Context: an optimization exercise on an open-source flow, tuned for small area. The choices shown serve that exercise and are no tape-out recipe.
Function was checked by simulation only, so behaviour that the tests miss may differ from the original.
Power figures rest on the tool's default switching activity, not on a simulated workload.

==> flow/design.v, too long to show whole: its modules and the start of the top module <==
// module Delay_reg: 11 lines
// module Delay2n: 23 lines
// module ML_fa: 7 lines
// module Multiplierless_Correlator: 998 lines
module Multiplierless_Correlator #(parameter FBIT = 7) (
	input clk, rst,
	input ena,
	input [15:0] CR_in,
	output reg [4+FBIT:0] CR_out
);
  // ...
==> flow/run.sh <==
#!/bin/bash
# synth_recipe.tcl (not shown) runs the flow's synth.tcl, then flattens the netlist and writes it again
# the make line also repeats each setting of config.mk as NAME=value (left out here)
make -C /OpenROAD-flow-scripts/flow DESIGN_CONFIG=/design/flow/config.mk WORK_HOME=/design/flow/orfs CLKGATE_MAP_FILE= SYNTH_SCRIPT=/design/flow/synth_recipe.tcl finish
==> flow/config.mk <==
export PLATFORM = sky130hd
export DESIGN_NAME = Multiplierless_Correlator
export DESIGN_NICKNAME = Multiplierless_Correlator
export VERILOG_FILES = /design/flow/design.v
export SDC_FILE = /design/flow/constraint.sdc
export NUM_CORES = 4
export LEC_CHECK = 0
export CAP_MARGIN = 20
export CORE_MARGIN = 2
export CORE_UTILIZATION = 40
export CTS_BUF_LIST = sky130_fd_sc_hd__clkbuf_2 sky130_fd_sc_hd__clkbuf_4
export CTS_CLUSTER_SIZE = 30
export SLEW_MARGIN = 20
export SYNTH_HIERARCHICAL = 1
==> flow/constraint.sdc <==
create_clock -name core_clock -period 10.0 [get_ports {clk}]
set_input_delay 2.0000 -clock core_clock [delete_from_list [all_inputs] [get_ports {clk}]]
set_output_delay 2.0000 -clock core_clock [all_outputs]
set_load 0.01 [all_outputs]
==> flow_summary.ini, run 1 <==
[status]
outcome = no timing/DRC/antenna violations

[synthesis]
synth_top_area_share_pct = 53.8
yosysTopAreaCell = dfxtp_1
synth_top_family_by_area = compound AO/OA/AOI/OAI gates

[grt]
met3_usage_pct = 4.32
grt_pass1_wl_um = 129000
grt_use_met1_pct = 20.4
grt_use_total_pct = 15.0

[cells_and_area]
clkCellAreaFrac_pct = 7.47
regMostFlops = CR_out
nNonClkInverters = 3
seq-cell-share_pct = 48.4
fillers = 9128

[placed_design]
gp_congestion = 0.860

[sta]
max_freq_ghz = 0.120
drv_slew = 0
whs_ns = 0.372

[route]
avgViaCountPerCell = 5.25
route.met3.wl_um = 3750
route.detailed.drc = 0
ant_nets = 0
wl_met1_um = 36400

[floorplan]
num_rows = 117

[worst_setup_path]
r2r_cells = 18

[pwr]
p_per_area_mw_per_mm2 = 182
==> inputs of run 2 (changes only) <==
--- a/flow/config.mk
+++ b/flow/config.mk
@@ -8,7 +8,7 @@
 export CAP_MARGIN = 20
 export CORE_MARGIN = 2
 export CORE_UTILIZATION = 40
-export CTS_BUF_LIST = sky130_fd_sc_hd__clkbuf_2 sky130_fd_sc_hd__clkbuf_4
-export CTS_CLUSTER_SIZE = 30
+export CTS_BUF_LIST = sky130_fd_sc_hd__clkbuf_4
+export CTS_CLUSTER_SIZE = 20
 export SLEW_MARGIN = 20
 export SYNTH_HIERARCHICAL = 1
==> run 2 against run 1 <==
Still clean on timing, DRC and antenna. Clock skew decreased by 0.012 ns. Synthesized area unchanged. Routed wire length about the same. Utilization unchanged. Register-to-register slack about the same. Flip-flop and latch count unchanged. Power about the same. Critical path depth unchanged. Global-route usage unchanged. Combinational power about the same.
==> flow_summary.ini, run 2 <==
[worst_setup_path]
path_cells = fa_1, fa_1, fa_1, fa_1, fa_1, fa_1, fa_1, fa_1, fa_1, fa_1, fa_1, fa_1, fa_1, fa_1, fa_1, fa_1, fa_1, a22o_1
critPathKind = flip-flop to flip-flop
max_stage_delay_ns = 0.54
slowest_stage = dfxtp_1
crit_path_frequent_cell = fa_1
cp-end-kind = flip-flop
critical_path.top_delay_family = adder cells
critPathMaxFanout = 4
crit_required_ns = 10.98
path_buf_inv = 0
crit_path_start_kind = flip-flop
arrival_ns = 9.31

[pwr]
cellInternalPower_mw = 6.40
p_sw_mw = 1.88
power.share.switching_pct = 22.7
sequentialPowerShare_pct = 53.1
p_leak_nw = 19.4
peakVddDrop_mv = 0.0839
clkPwrFrac_pct = 44.3
combPwrFrac_pct = 2.6
p_per_area_mw_per_mm2 = 182

[sta]
fin_crit_sh_pct = 83.3
hold_violations = 0
finalClockSkew_ns = 0.0891
worstMarginPinSlew_ns = 1.08
setup_tns_ns = 0
max_freq_ghz = 0.120
worst_slack_ns = 1.67
drv_slew = 0
setup_viol = 0
slew_headroom_pct = 28.3
rsz0062_at_grt = false
fin_crit_ns = 8.33

[synthesis]
synth_adder_area_share_pct = 19.7
yosys.area_share.simple_pct = 0.189
yosys_register_bits = 1100
synth_edf_count = 0
synth_area_leaders = dfxtp_1 54%, a22o_1 23%, fa_1 19%, buf_2 1.7%, clkbuf_1 0.72%
synth_top_area_share_pct = 53.8
yosys_warnings = 7
synth_flop_cell = dfxtp_1
syn_inst = 2874
ys_async_sr_fraction_pct = 0
yosysTopAreaCell = dfxtp_1
ys_top_cells_by_count = 1100 x dfxtp_1, 1087 x a22o_1, 397 x fa_1
yosysMostFrequentCell = dfxtp_1
yosysUniqueCellTypes = 33
synth_xor_area_share_pct = 0.0856
synth_compound_area_share_pct = 23.6
synth_top_family_by_area = compound AO/OA/AOI/OAI gates
synth_area_mm2 = 0.0409
avgSynthCellArea_um2 = 14.2
yosys-mux-area-fraction_pct = 0
ys_seq_area_share_pct = 53.8

[floorplan]
ios = 31
dieArea_mm2 = 0.105
die_y_um = 324
die_x_um = 324
initial_utilization_pct = 40.3
num_rows = 117
core_area_mm2 = 0.102

[cts]
postCtsHoldBufs = 0
cts_tree = built
cts_buffers = 294
cts_setup_buffers = 0
clk_pin_slew_worst_paths_ns = 0.06
cts_resized = 0
cts.htree.levels = 5
worstSkewPairLatency_ns = 1.11
root_buffer = clkbuf_4
clk_path_buf_depth = 4
cts_sinks = 1100

[grt]
grt_max_degree = 259
grt_pass1_wl_um = 129000
grt_pass1_vias = 25000
grt_use_total_pct = 15.0
antenna_found_initial = 2
grt_overflow = 0

[cells_and_area]
final_cell_mix = 1100 x dfxtp_1, 1087 x a22o_1, 413 x clkbuf_4
regArea_mm2 = 0.0220
largest_reg_flops = 12
fillers = 9128
drive_gt1_share_pct = 14.3
nNetsFinal = 3397
multi_input_area_mm2 = 0.0178
syn_to_final_growth_pct = 11.1
final_common_cell = dfxtp_1
regMostFlops = CR_out
utilization_pct = 44.8
stdcell_count = 4518

[route]
vias = 23700
wl_per_cell_um = 16.9
route.detailed.drc = 0
wirelength_um = 76300
avgViaCountPerCell = 5.25
dr.first_iter.drc_count = 1551
firstDrtPassIters = 5
ant_nets = 0

[status]
outcome = no timing/DRC/antenna violations

[hold_path]
min-delay-path-class = flip-flop to flip-flop

[placed_design]
post-place-ws_ns = 1.58
hpwlAfterDp_um = 47200
io_buffer_count = 22
post-place-cells = 4043
gp_congestion = 0.860

[job]
cap_violations = 0
-- run 2: worst paths after layout --
| kind | start | end | slack, ns | cells after the start |
|---|---|---|---|---|
| max | iCR_in[1] | CR_out[11] | 1.67 | 18 |
| min | f18[0] | f19[0] | 0.38 | 1 |
| max reg2reg | iCR_in[1] | CR_out[11] | 1.67 | 18 |
| min reg2reg | f18[0] | f19[0] | 0.38 | 1 |
-- run 2: cells by family after synthesis --
family                   count (synthesis)
AO/OA/AOI/OAI                         1103
flip-flops                            1100
adder cells (fa/ha/maj)                406
buffers and inverters                  246
AND/OR/NAND/NOR                         14
XOR/XNOR                                 4
other                                    1
-- run 2: final cells by class --
class                   instances  share of cell area (%)
repair buffers                 41                    1.03
diodes                          6                  0.0330
flip-flops and latches       1100                    48.4
inverters                       3                  0.0248
well taps                    1368                    3.76
clock buffers                 413                    6.82
clock inverters                55                   0.652
multi-input cells            1532                    39.3
-- run 2: worst register-to-register path, delay by kind of cell (launching register included) --
kind            cells  cell delay [ns]
fa+ha+maj          17             7.53
compound gates      1             0.20
flops               1             0.54
-- run 2: power groups by stage --
stage | combinational (mW) | sequential, mW | clock, mW
floorplan | 0.164 | 4.50 | 0
global placement | 0.209 | 4.50 | 0
detailed placement | 0.215 | 4.50 | 0
CTS | 0.216 | 4.40 | 3.83
global route | 0.240 | 4.40 | 4.07
finish | 0.217 | 4.40 | 3.67
-- run 2: metrics by stage --
| step | hold WS [ns] | total power, mW | area (um^2) |
|---|---|---|---|
| after global placement | 0.452 | 4.71 | 42000 |
| after CTS | 0.347 | 8.44 | 45400 |
| after floorplan | 0.443 | 4.66 | 41000 |
| after detailed placement | 0.451 | 4.72 | 42000 |
| final | 0.383 | 8.28 | 45500 |
| after global routing | 0.385 | 8.71 | 45500 |
-- run 2: per-layer routing --
metal / part of all wire, % / vias up / global-route usage [%]
li1: - / 11100 / -
met4: 2.5 / 0 / 6.50
met2: 45 / 438 / 22.3
met1: 48 / 12000 / 20.4
met5: 0 / - / 0
met3: 4.8 / 165 / 4.32
-- run 2: per-module statistics from Yosys, one instance, submodules excluded --
module,cell area [um^2],cells,copies in the design,flip-flops and latches
ML_fa,20.0,1,396,0
Multiplierless_Correlator,33000,2478,1,1100
==> inputs of run 3 (changes only) <==
--- a/flow/config.mk
+++ b/flow/config.mk
@@ -8,7 +8,5 @@
 export CAP_MARGIN = 20
 export CORE_MARGIN = 2
 export CORE_UTILIZATION = 40
-export CTS_BUF_LIST = sky130_fd_sc_hd__clkbuf_4
-export CTS_CLUSTER_SIZE = 20
 export SLEW_MARGIN = 20
 export SYNTH_HIERARCHICAL = 1
==> run 3 against run 2 <==
Worst setup slack got worse by 0.044 ns. Register-to-register slack got worse by 0.04 ns. Cell count fell by 6.0%. Combinational power barely moved. Largest power group unchanged.
==> flow_summary.ini, run 3 <==
[status]
outcome = no timing/DRC/antenna violations

[synthesis]
synth_edf_count = 0
yosysUniqueCellTypes = 33
ys_async_sr_fraction_pct = 0
avgSynthCellArea_um2 = 14.2
synth_top_area_share_pct = 53.8
synth_area_mm2 = 0.0409
yosys_register_bits = 1100
ys_seq_area_share_pct = 53.8
yosysTopAreaCell = dfxtp_1
synth_flop_cell = dfxtp_1
syn_inst = 2874
yosysMostFrequentCell = dfxtp_1
ys_top_cells_by_count = 1100 x dfxtp_1, 1087 x a22o_1, 397 x fa_1
synth_area_leaders = dfxtp_1 54%, a22o_1 23%, fa_1 19%, buf_2 1.7%, clkbuf_1 0.72%
yosys_warnings = 7

[cells_and_area]
largest_reg_flops = 12
fillers = 8913
final_cell_mix = 1100 x dfxtp_1, 1087 x a22o_1, 397 x fa_1
final_common_cell = dfxtp_1
finalInstanceArea_mm2 = 0.0459
stdcell_count = 4245
multi_input_area_mm2 = 0.0178
nNetsFinal = 3213
regArea_mm2 = 0.0220
diodes = 0
drive_gt1_share_pct = 7.16
syn_to_final_growth_pct = 12.0
regMostFlops = CR_out

[placed_design]
placed_cell_area_mm2 = 0.0420
io_buffer_count = 22
post-place-cells = 4043
gp_congestion = 0.860
hpwlAfterDp_um = 47200

[cts]
cts_setup_buffers = 0
cts_tree = built
worstSkewPairLatency_ns = 0.71
root_buffer = clkbuf_16
cts_sinks = 1100
cts.htree.levels = 3
clk_pin_slew_worst_paths_ns = 0.06
cts_buffers = 110
cts_resized = 0
postCtsHoldBufs = 0
clk_path_buf_depth = 3

[route]
wl_per_cell_um = 17.6
vias = 22700
route.detailed.drc = 0
dr.first_iter.drc_count = 1634
avgViaCountPerCell = 5.35
firstDrtPassIters = 5
ant_nets = 0
wirelength_um = 74800

[pwr]
p_leak_nw = 19.2
power.total_mw = 8.81
p_per_area_mw_per_mm2 = 192
peakVddDrop_mv = 0.139

[sta]
fin_crit_ns = 8.38
drv_slew = 0
rsz0062_at_grt = false
slew_headroom_pct = 13.2
finalClockSkew_ns = 0.0630
setup_viol = 0
setup_tns_ns = 0
hold_violations = 0
worstMarginPinSlew_ns = 1.30
max_freq_ghz = 0.119
fin_crit_sh_pct = 83.8

[floorplan]
ios = 31
initial_utilization_pct = 40.3
num_rows = 117
die_y_um = 324
core_area_mm2 = 0.102
die_x_um = 324
dieArea_mm2 = 0.105

[worst_setup_path]
r2r_setup_slack_ns = 1.62
crit_required_ns = 10.58
critPathKind = flip-flop to flip-flop
arrival_ns = 8.96
critPathMaxFanout = 4
cp-end-kind = flip-flop
crit_path_start_kind = flip-flop

[grt]
antenna_found_initial = 0
grt_use_total_pct = 14.6
grt_pass1_vias = 23300
grt_pass1_wl_um = 125000
grt_max_degree = 259
grt_overflow = 0

[job]
cap_violations = 0

[hold_path]
min-delay-path-class = flip-flop to flip-flop
==> run 3: layout make-up <==
| class | instances | share of cell area [%] |
|---|---|---|
| clock buffers | 161 | 7.14 |
| well taps | 1368 | 3.73 |
| flip-flops and latches | 1100 | 48.0 |
| repair buffers | 41 | 1.03 |
| clock inverters | 40 | 1.15 |
| multi-input cells | 1532 | 38.9 |
| inverters | 3 | 0.0246 |
==> run 3: cell families after synthesis <==
logic type	Yosys count	synth area share, %
fa+ha+maj	406	19.7
simple gates	14	0.189
compound gates	1103	23.6
flops	1100	53.8
buf+inv	246	2.70
other cells	1	0.00916
xor+xnor	4	0.0856
==> run 3: per-module statistics from Yosys, one instance, submodules excluded <==
module | cells | area, um^2 | times used
ML_fa | 1 | 20.0 | 396
Multiplierless_Correlator | 2478 | 33000 | 1
==> run 3: worst paths after layout <==
path                   from    endpoint  cells after the start
hold reg to reg       f2[2]       f3[2]                      1
hold / removal        f2[2]       f3[2]                      1
setup / recovery  iCR_in[1]  CR_out[11]                     18
setup reg to reg  iCR_in[1]  CR_out[11]                     18
==> run 3: layer usage <==
metal / part of all wire [%] / track usage, % / up-vias
met5: 0 / 0 / -
met4: 2.1 / 4.20 / 0
met3: 4.5 / 3.12 / 100
met2: 45 / 22.2 / 379
met1: 48 / 20.8 / 11600
li1: - / - / 10600
==> run 3: worst max-delay path, cell delays in order (launching register included) <==
cell	delay, ns
dfxtp_1	0.54
fa_1	0.51
fa_1	0.47
fa_1	0.42
fa_1	0.45
fa_1	0.52
fa_1	0.44
fa_1	0.40
fa_1	0.50
fa_1	0.45
fa_1	0.42
fa_1	0.41
fa_1	0.40
fa_1	0.39
fa_1	0.49
fa_1	0.43
fa_1	0.39
fa_1	0.44
a22o_1	0.20
==> run 3: per-stage QoR <==
step	hold slack, ns	utilization (%)	setup slack [ns]
floorplan	0.443	-	2.16
global placement	0.452	41.4	1.69
detailed placement	0.451	41.4	1.58
CTS	0.419	45.1	1.56
global route	0.449	45.1	1.38
finish	0.418	45.1	1.62
==> run 3: power breakdown <==
part	switching (mW)	internal, mW	leakage [nW]	total [mW]
combinational	0.167	0.0500	8.52	0.217
clock	1.74	2.44	1.86	4.19
sequential	0.0113	4.39	8.86	4.40
==> inputs of run 4 (changes only) <==
--- a/flow/config.mk
+++ b/flow/config.mk
@@ -8,5 +8,8 @@
 export CAP_MARGIN = 20
 export CORE_MARGIN = 2
 export CORE_UTILIZATION = 40
+export CTS_BUF_LIST = sky130_fd_sc_hd__clkbuf_16
+export CTS_CLUSTER_DIAMETER = 100
+export CTS_CLUSTER_SIZE = 25
 export SLEW_MARGIN = 20
 export SYNTH_HIERARCHICAL = 1
==> run 4 against run 3 <==
Maximum frequency decreased by 0.17%. Cell count fell by 3.4%. Sequential share of layout area rose by 2.7 points. Sequential power about the same. Synthesized cell count unchanged. Clock-buffer cell count is 110 lower. Largest power group unchanged. Die area did not move. Routed wire length decreased by 2.6%. Still clean. Global-route usage down 0.44 points. Non-clock buffer count unchanged. Flip-flop and latch count did not move.
==> flow_summary.ini, run 4 <==
[route]
vias = 22200
ant_nets = 0
wl_per_cell_um = 17.8
avgViaCountPerCell = 5.42
wirelength_um = 72800
route.detailed.drc = 0
dr.first_iter.drc_count = 1568
firstDrtPassIters = 5

[cts]
root_buffer = clkbuf_16
clk_pin_slew_worst_paths_ns = 0.10
cts_setup_buffers = 0
clk_path_buf_depth = 3
cts_resized = 0
cts_buffers = 50
cts_tree = built
cts_sinks = 1100
cts.htree.levels = 2
postCtsHoldBufs = 0
worstSkewPairLatency_ns = 0.65

[pwr]
p_per_area_mw_per_mm2 = 158
power.total_mw = 6.87
power.share.switching_pct = 21.9
clkPwrFrac_pct = 32.8
cellInternalPower_mw = 5.36
sequentialPowerShare_pct = 64.0
combPwrFrac_pct = 3.2
p_leak_nw = 18.0
peakVddDrop_mv = 0.124
p_sw_mw = 1.51

[cells_and_area]
drive_gt1_share_pct = 2.89
largest_reg_flops = 12
finalInstanceArea_mm2 = 0.0434
nNetsFinal = 3153
stdcell_count = 4100
final_cell_mix = 1100 x dfxtp_1, 1087 x a22o_1, 397 x fa_1
diodes = 0
regMostFlops = CR_out
final_common_cell = dfxtp_1
syn_to_final_growth_pct = 6.00

[synthesis]
avgSynthCellArea_um2 = 14.2
yosysUniqueCellTypes = 33
yosysMostFrequentCell = dfxtp_1
ys_async_sr_fraction_pct = 0
synth_area_leaders = dfxtp_1 54%, a22o_1 23%, fa_1 19%, buf_2 1.7%, clkbuf_1 0.72%
synth_flop_cell = dfxtp_1
yosys_warnings = 7
yosysTopAreaCell = dfxtp_1
ys_top_cells_by_count = 1100 x dfxtp_1, 1087 x a22o_1, 397 x fa_1
syn_inst = 2874
synth_edf_count = 0
yosys_register_bits = 1100
synth_top_area_share_pct = 53.8
ys_seq_area_share_pct = 53.8
synth_area_mm2 = 0.0409

[grt]
met3_usage_pct = 2.27
met2_usage_pct = 21.8
grt_pass1_wl_um = 122000
grt_pass1_vias = 22600
grt_use_met1_pct = 20.7
antenna_found_initial = 1
grt_overflow = 0
grt_max_degree = 259
grt_use_total_pct = 14.1
grt.busiest_layer = met2

[placed_design]
post-place-cells = 4043
gp_congestion = 0.860
io_buffer_count = 22
placed_cell_area_mm2 = 0.0420
hpwlAfterDp_um = 47200

[worst_setup_path]
crit_required_ns = 10.55
slowest_stage = dfxtp_1
cp-end-kind = flip-flop
arrival_ns = 8.95
crit_path_start_kind = flip-flop
critical_path.top_delay_family = adder cells
crit_path_frequent_cell = fa_1
critPathMaxFanout = 4
max_stage_delay_ns = 0.56
path_buf_inv = 0
path_cells = fa_1, fa_1, fa_1, fa_1, fa_1, fa_1, fa_1, fa_1, fa_1, fa_1, fa_1, fa_1, fa_1, fa_1, fa_1, fa_1, fa_1, a22o_1
critPathKind = flip-flop to flip-flop

[sta]
rsz0062_at_grt = false
whs_ns = 0.471
setup_viol = 0
hold_violations = 0
worstMarginPinSlew_ns = 1.22
drv_slew = 0
fin_crit_sh_pct = 83.9
setup_tns_ns = 0
slew_headroom_pct = 18.9
finalClockSkew_ns = 0.0310
max_freq_ghz = 0.119
fin_crit_ns = 8.39

[hold_path]
min-delay-path-class = flip-flop to flip-flop

[status]
outcome = no timing/DRC/antenna violations

[floorplan]
initial_utilization_pct = 40.3
num_rows = 117
core_area_mm2 = 0.102
dieArea_mm2 = 0.105
ios = 31
die_x_um = 324
die_y_um = 324

[job]
cap_violations = 0
==> run 4: changes by cell type in the layout (fill, tap and decap cells not counted), sizes merged <==
cell | previous run | this run
clkinvlp | 5 | 1
bufinv | 6 | 0
clkinv | 25 | 1
clkbuf | 161 | 51
inv | 7 | 6
==> run 4: worst register-to-register path, cell delays in order, from the launching register on <==
cell and delay [ns]:
dfxtp_1 0.56, fa_1 0.51, fa_1 0.46, fa_1 0.42, fa_1 0.45, fa_1 0.52, fa_1 0.44, fa_1 0.40
fa_1 0.50, fa_1 0.44, fa_1 0.42, fa_1 0.42, fa_1 0.40, fa_1 0.39, fa_1 0.49, fa_1 0.44
fa_1 0.40, fa_1 0.46, a22o_1 0.21
==> run 4: cell type report <==
cell class	count	area [um^2]
clock buffer	51	1280
clock inverter	5	63.8
fill	9114	58200
inverter	3	11.3
multi-input combinational	1532	17800
sequential	1100	22000
tap	1368	1710
timing repair buffer	41	470
==> run 4: modules after synthesis, one instance, submodules excluded <==
| module | cells inside | copies in the design |
|---|---|---|
| Multiplierless_Correlator | 2478 | 1 |
| ML_fa | 1 | 396 |
==> run 4: routing by layer <==
layer	vias up	share of wire (%)	wire (um)
met1	11500	49	35700
met5	-	0	0
met3	84	3.8	2750
met4	0	1.9	1370
li1	10400	-	-
met2	287	45	33100
==> run 4: logic make-up (layout without fill, tap and decap cells) <==
kind of cell / count (synthesis) / in the layout / share of synthesized area, %
and+or+nand+nor: 14 / 14 / 0.189
other: 1 / 5 / 0.00916
buffers and inverters: 246 / 100 / 2.70
adders and majority gates: 406 / 406 / 19.7
DFF: 1100 / 1100 / 53.8
AOI/OAI and AO/OA: 1103 / 1103 / 23.6
xor gates and xnor gates: 4 / 4 / 0.0856
==> run 4: worst paths after layout <==
kind / from / endpoint / slack (ns) / cells after the start
worst max-delay path: iCR_in[1] / CR_out[11] / 1.61 / 18
worst min-delay path: x24[6] / x25[6] / 0.47 / 1
worst max register to register: iCR_in[1] / CR_out[11] / 1.61 / 18
worst min register to register: x24[6] / x25[6] / 0.47 / 1
==> run 4: stage by stage <==
stage / setup slack [ns] / utilization, %
after floorplan: 2.16 / -
after global placement: 1.69 / 41.4
after detailed placement: 1.58 / 41.4
after CTS: 1.60 / 42.7
after global routing: 1.44 / 42.7
final: 1.61 / 42.7
==> run 4: power groups by stage <==
| stage | Sequential [mW] | Clock [mW] | Combinational, mW |
|---|---|---|---|
| after floorplan | 4.50 | 0 | 0.164 |
| after global routing | 4.40 | 2.49 | 0.240 |
| after CTS | 4.40 | 2.35 | 0.216 |
| after global placement | 4.50 | 0 | 0.209 |
| after detailed placement | 4.50 | 0 | 0.215 |
| final | 4.40 | 2.25 | 0.217 |
==> inputs of run 5 (changes only) <==
--- a/flow/config.mk
+++ b/flow/config.mk
@@ -9,7 +9,7 @@
 export CORE_MARGIN = 2
 export CORE_UTILIZATION = 40
 export CTS_BUF_LIST = sky130_fd_sc_hd__clkbuf_16
-export CTS_CLUSTER_DIAMETER = 100
-export CTS_CLUSTER_SIZE = 25
+export CTS_CLUSTER_DIAMETER = 60
+export CTS_CLUSTER_SIZE = 30
 export SLEW_MARGIN = 20
 export SYNTH_HIERARCHICAL = 1
==> run 5 against run 4 <==
Still clean on timing, DRC and antenna. Non-clock buffer count stayed put. Combinational power hardly changed. Sequential share of layout area is 1.5 points lower. Hold slack worse by 0.017 ns. Die area stayed put. Flip-flop and latch count stayed put. Power is 15% higher. Sequential power hardly changed. Maximum frequency is 0.45% lower. Clock power is 47% higher. Cell count is 1.9% higher. Largest power group unchanged.
==> flow_summary.ini, run 5 <==
[cts]
root_buffer = clkbuf_16
clk_pin_slew_worst_paths_ns = 0.09
cts.htree.levels = 3
worstSkewPairLatency_ns = 0.65
postCtsHoldBufs = 0
cts_sinks = 1100
clk_path_buf_depth = 3
cts_resized = 0
cts_setup_buffers = 0
cts_tree = built
cts_buffers = 72

[route]
avgViaCountPerCell = 5.38
vias = 22500
wirelength_um = 73500
wl_per_cell_um = 17.6
ant_nets = 0
route.detailed.drc = 0
dr.first_iter.drc_count = 1556
firstDrtPassIters = 5

[synthesis]
yosysMostFrequentCell = dfxtp_1
yosys_register_bits = 1100
ys_async_sr_fraction_pct = 0
synth_top_area_share_pct = 53.8
synth_area_mm2 = 0.0409
syn_inst = 2874
yosys_warnings = 7
synth_area_leaders = dfxtp_1 54%, a22o_1 23%, fa_1 19%, buf_2 1.7%, clkbuf_1 0.72%
yosysTopAreaCell = dfxtp_1
yosysUniqueCellTypes = 33
ys_seq_area_share_pct = 53.8
ys_top_cells_by_count = 1100 x dfxtp_1, 1087 x a22o_1, 397 x fa_1
synth_flop_cell = dfxtp_1
avgSynthCellArea_um2 = 14.2
synth_edf_count = 0

[grt]
antenna_found_initial = 1
grt_overflow = 0
grt_pass1_wl_um = 123000
grt_max_degree = 259
grt_use_total_pct = 14.3
grt_pass1_vias = 22800

[hold_path]
min_to = x53[0]
hp-start = x52[0]
min-delay-path-class = flip-flop to flip-flop
hold_depth = 1

[worst_setup_path]
crit_path_start_kind = flip-flop
path_cells = fa_1, fa_1, fa_1, fa_1, fa_1, fa_1, fa_1, fa_1, fa_1, fa_1, fa_1, fa_1, fa_1, fa_1, fa_1, fa_1, fa_1, a22o_1
max_stage_delay_ns = 0.55
critPathKind = flip-flop to flip-flop
r2r_cells = 18
r2r_setup_slack_ns = 1.57
critical_path.top_delay_family = adder cells
r2r_start = iCR_in[1]
path_buf_inv = 0
critPathMaxFanout = 4
slowest_stage = dfxtp_1
cp-end-kind = flip-flop
r2r-end = CR_out[11]
crit_required_ns = 10.53
arrival_ns = 8.95
crit_path_frequent_cell = fa_1

[job]
cap_violations = 0

[cells_and_area]
largest_reg_flops = 12
diodes = 0
fillers = 9006
drive_gt1_share_pct = 5.41
syn_to_final_growth_pct = 9.23
final_cell_mix = 1100 x dfxtp_1, 1087 x a22o_1, 397 x fa_1
nNetsFinal = 3175
final_common_cell = dfxtp_1
regMostFlops = CR_out

[sta]
whs_ns = 0.454
max_freq_ghz = 0.119
fin_crit_sh_pct = 84.3
finalClockSkew_ns = 0.0331
setup_viol = 0
drv_slew = 0
slew_headroom_pct = 25.9
rsz0062_at_grt = false
hold_violations = 0
setup_tns_ns = 0
worstMarginPinSlew_ns = 1.11
fin_crit_ns = 8.43

[floorplan]
die_y_um = 324
die_x_um = 324
ios = 31
num_rows = 117
initial_utilization_pct = 40.3
core_area_mm2 = 0.102
dieArea_mm2 = 0.105

[pwr]
p_leak_nw = 18.7
power.total_mw = 7.92
p_per_area_mw_per_mm2 = 177
peakVddDrop_mv = 0.110

[placed_design]
io_buffer_count = 22
hpwlAfterDp_um = 47200
gp_congestion = 0.860

[status]
outcome = no timing/DRC/antenna violations
run 5: cell counts after synthesis:
Identical to the previous run, type by type.
run 5: Yosys stat by module, one instance, submodules excluded:
module,cells,flip-flops and latches,times used
Multiplierless_Correlator,2478,1100,1
ML_fa,1,0,396
run 5: metrics by stage:
| stage | setup slack [ns] | area (um^2) | instances | utilization [%] |
|---|---|---|---|---|
| floorplan | 2.16 | 41000 | 2878 | - |
| global placement | 1.69 | 42000 | 4043 | 41.4 |
| detailed placement | 1.58 | 42000 | 4043 | 41.4 |
| CTS | 1.55 | 44700 | 4175 | 44.0 |
| global route | 1.41 | 44700 | 4176 | 44.0 |
| finish | 1.57 | 44700 | 4176 | 44.0 |
run 5: worst register-to-register path, delay by kind of cell, from the launching register on:
family | cells | cell delay, ns
compound gates | 1 | 0.20
fa+ha+maj | 17 | 7.55
flops | 1 | 0.55
run 5: per-layer routing:
layer | global-route usage [%] | share of wire, % | up-vias
li1 | - | - | 10500
met1 | 21.0 | 49 | 11500
met2 | 21.7 | 45 | 311
met3 | 2.78 | 3.9 | 102
met4 | 3.47 | 2.0 | 0
met5 | 0 | 0 | -
run 5: power breakdown:
part / total, mW / internal [mW] / switching, mW
registers: 4.40 / 4.39 / 0.0111
clock network: 3.31 / 1.56 / 1.74
logic: 0.217 / 0.0500 / 0.167
total: 7.92 / 6.00 / 1.92
run 5: area by class of cell:
cell class | instances | area (um^2) | share of cell area (%)
inverter | 3 | 11.3 | 0.0252
tap | 1368 | 1710 | 3.83
clock inverter | 60 | 861 | 1.92
timing repair buffer | 41 | 470 | 1.05
clock buffer | 72 | 1800 | 4.03
sequential | 1100 | 22000 | 49.2
multi-input combinational | 1532 | 17800 | 39.9
run 5: kinds of logic after synthesis:
logic type / synth area share [%]
AOI/OAI and AO/OA: 23.6
xor gates and xnor gates: 0.0856
adders and majority gates: 19.7
buffers and inverters: 2.70
DFF: 53.8
other: 0.00916
and+or+nand+nor: 0.189
run 5: worst max path at each step:
| stage | endpoint | start | depth (start not counted) |
|---|---|---|---|
| floorplan | CR_out[11] | f30[1] | 18 |
| CTS | CR_out[11] | iCR_in[1] | 18 |
| finish | CR_out[11] | iCR_in[1] | 18 |
| global placement | CR_out[11] | iCR_in[1] | 18 |
| global route | CR_out[11] | iCR_in[1] | 18 |
| detailed placement | CR_out[11] | iCR_in[1] | 18 |

[port drivers added, routing unchanged]
Ports are ideal in the flow. The routed layouts listed here were re-timed in OpenROAD.
Step 1: set_driving_cell puts a clkbuf_16 on clk and a buf_2 on each other input, an assumption about the parent block.
Step 2 moves the port delays by t, midway between the first and last clock arrival at a register: inputs arrive t later, outputs are due t later. That takes back most of the time a late clock gives input paths.
Slacks: ideal / step 1 / step 2; pairs: ideal / step 1.
run	t, ns	slack for setup (ns)	clock arrival spread, ns	slew at the worst register clock pin (ns)
run 1	1.124	1.667 / 1.667 / 1.667	0.121 / 0.120	0.07 / 0.07
run 2	1.121	1.667 / 1.667 / 1.667	0.108 / 0.108	0.08 / 0.08
run 3	0.737	1.624 / 1.624 / 1.624	0.066 / 0.066	0.06 / 0.06
run 4	0.698	1.609 / 1.609 / 1.609	0.032 / 0.032	0.10 / 0.10
run 5	0.704	1.571 / 1.571 / 1.571	0.049 / 0.049	0.10 / 0.10
After both steps every run listed still meets setup and hold.
